From an optimization exercise on the open Yosys and OpenROAD flow, aimed at small area; shortcuts taken in it are not production practice. Function was checked by simulation only, so behaviour that the tests miss may differ from the original. Power is estimated from default activity; no workload was simulated.

// sensors_handler
module sensors_handler(
	input wire clk,
	input wire reset,
	input wire pin_RX,
	output wire LED_TX,
	output wire pin_TX,
	output wire LED_RX
);
reg [7:0] temp;
wire ready_tx;
wire ready_rx;
wire [7:0] data_received;
localparam WAIT 	= 2'b00; 		 
localparam RX 		= 2'b01;		 
localparam VLD_TX	= 2'b10;		 
localparam TX 		= 2'b11;		 
reg [1:0] states;
assign LED_TX = ready_tx;
assign LED_RX = ready_rx;
UARTTransmitter UTX(clk, reset, states == TX, temp, pin_TX, ready_tx);
UARTReceiver URx(clk, reset, pin_RX, data_received, ready_rx);
always @(posedge clk) begin
	if (states == RX && ready_rx)
		temp <= data_received;
end
always @(posedge clk or negedge reset) begin
	if (!reset)
		states <= WAIT;
	else begin
		case (states)
		WAIT:   if (!ready_rx) states <= RX;
		RX:     if (ready_rx) states <= VLD_TX;
		VLD_TX: if (ready_tx) states <= TX;
		TX:     states <= WAIT;
		endcase
	end
end
endmodule
Size in the first run: roughly 51 flip-flops, about 0.0018 mm^2 of cells after synthesis.
==> flow/config.mk <==
export PLATFORM = sky130hd
export DESIGN_NAME = sensors_handler
export DESIGN_NICKNAME = sensors_handler
export VERILOG_FILES = /design/flow/design.v
export SDC_FILE = /design/flow/constraint.sdc
export NUM_CORES = 4
export LEC_CHECK = 0
export CAP_MARGIN = 20
export CORE_MARGIN = 2
export CORE_UTILIZATION = 40
export SLEW_MARGIN = 20
==> flow/constraint.sdc <==
create_clock -name core_clock -period 10.0 [get_ports {clk}]
set_input_delay 2.0000 -clock core_clock [delete_from_list [all_inputs] [get_ports {clk}]]
set_output_delay 2.0000 -clock core_clock [all_outputs]
set_load 0.01 [all_outputs]
standard.sh (not shown) runs the stock make flow with config.mk's settings and CLKGATE_MAP_FILE= SYNTH_SCRIPT=/design/flow/synth_recipe.tcl, a recipe that flattens the netlist after the stock synthesis.
==> flow/flow/run.sh <==
#!/bin/bash
set -euo pipefail
export CTS_ARGS="-sink_clustering_enable -repair_clock_nets -dont_use_dummy_load -buf_list sky130_fd_sc_hd__clkbuf_16 -root_buf sky130_fd_sc_hd__clkbuf_16 -sink_clustering_size 64 -sink_clustering_max_diameter 500"
export BUFFER_PORTS_ARGS="-buffer_cell sky130_fd_sc_hd__buf_1"
bash standard.sh finish > standard.log 2>&1
The baseline passed the timing, DRC and antenna checks.
Edit:
==> flow/run.sh (new file) <==
#!/bin/bash
# synth_recipe.tcl (not shown) runs the flow's synth.tcl, then flattens the netlist and writes it again
# the make line also repeats each setting of config.mk as NAME=value (left out here)
make -C /OpenROAD-flow-scripts/flow DESIGN_CONFIG=/design/flow/config.mk WORK_HOME=/design/flow/orfs CLKGATE_MAP_FILE= SYNTH_SCRIPT=/design/flow/synth_recipe.tcl finish
removed: flow/flow/run.sh
removed: flow/standard.sh
What happened: Worst setup slack gets worse by 450 ps; final area rose by 1.5%; core utilization rose by 0.71 points; global-route usage fell by 0.32 points; register-to-register slack gets worse by 70 ps; wire length rose by 0.96%; hold slack barely changes; count of clock-buffer cells in the layout rose by 2; synthesized area is unchanged; total power fell by 1.6%.
Edit:
==> flow/flow/run.sh (new file) <==
#!/bin/bash
# The standard layout (standard.sh) with two changes passed to ORFS through its
# own variables:
# - clock tree: no dummy load cells, one buffer type
# - port buffers: the smallest buffer (the resizer may still upsize them)
set -euo pipefail
export CTS_ARGS="-sink_clustering_enable -repair_clock_nets -dont_use_dummy_load -buf_list sky130_fd_sc_hd__clkbuf_8"
export BUFFER_PORTS_ARGS="-buffer_cell sky130_fd_sc_hd__buf_1"
bash standard.sh finish > standard.log 2>&1
==> flow/standard.sh (new file) <==
#!/bin/bash
# synth_recipe.tcl (not shown) runs the flow's synth.tcl, then flattens the netlist and writes it again
# the make line also repeats each setting of config.mk as NAME=value (left out here)
make -C /OpenROAD-flow-scripts/flow DESIGN_CONFIG=/design/flow/config.mk WORK_HOME=/design/flow/orfs CLKGATE_MAP_FILE= SYNTH_SCRIPT=/design/flow/synth_recipe.tcl "${@:-finish}"
removed: flow/run.sh
- utilization shrinks by 2.0 points
- first-iteration DRC count shrinks by about 50%
- synthesized area does not change
- synthesized cell count does not change
- final area shrinks by about 4%
- register-to-register slack gets better by 70 ps
- worst setup slack gets better by 420 ps
- sequential cell count stays the same
- sequential power barely changes
- global-route usage grows by 0.53 points

## static timing again, ports no longer ideal
How much do the figures lean on ideal ports? The routed layouts below were timed once more, with nothing changed but the port constraints.
Step 1: set_driving_cell puts a clkbuf_16 on clk and a buf_2 on each other input, an assumption about the parent block.
Step 2 adds t to the input delays and takes it off the output delays; t is the mean of the earliest and latest rising clock arrival at the registers after step 1. Input paths then give back, and output paths get back, about the clock's delay inside the block.
a / b / c = no drivers / after step 1 / after step 2; a / b = the first two.
run	shift t [ns]	setup slack, ns	worst register clock-pin slew, ns
the first run	0.305	6.683 / 6.654 / 6.857	0.06 / 0.06
the second run	0.322	6.237 / 6.210 / 6.450	0.09 / 0.09
the third run	0.316	6.655 / 6.627 / 6.862	0.08 / 0.08
After both steps setup and hold are still met in every run listed.
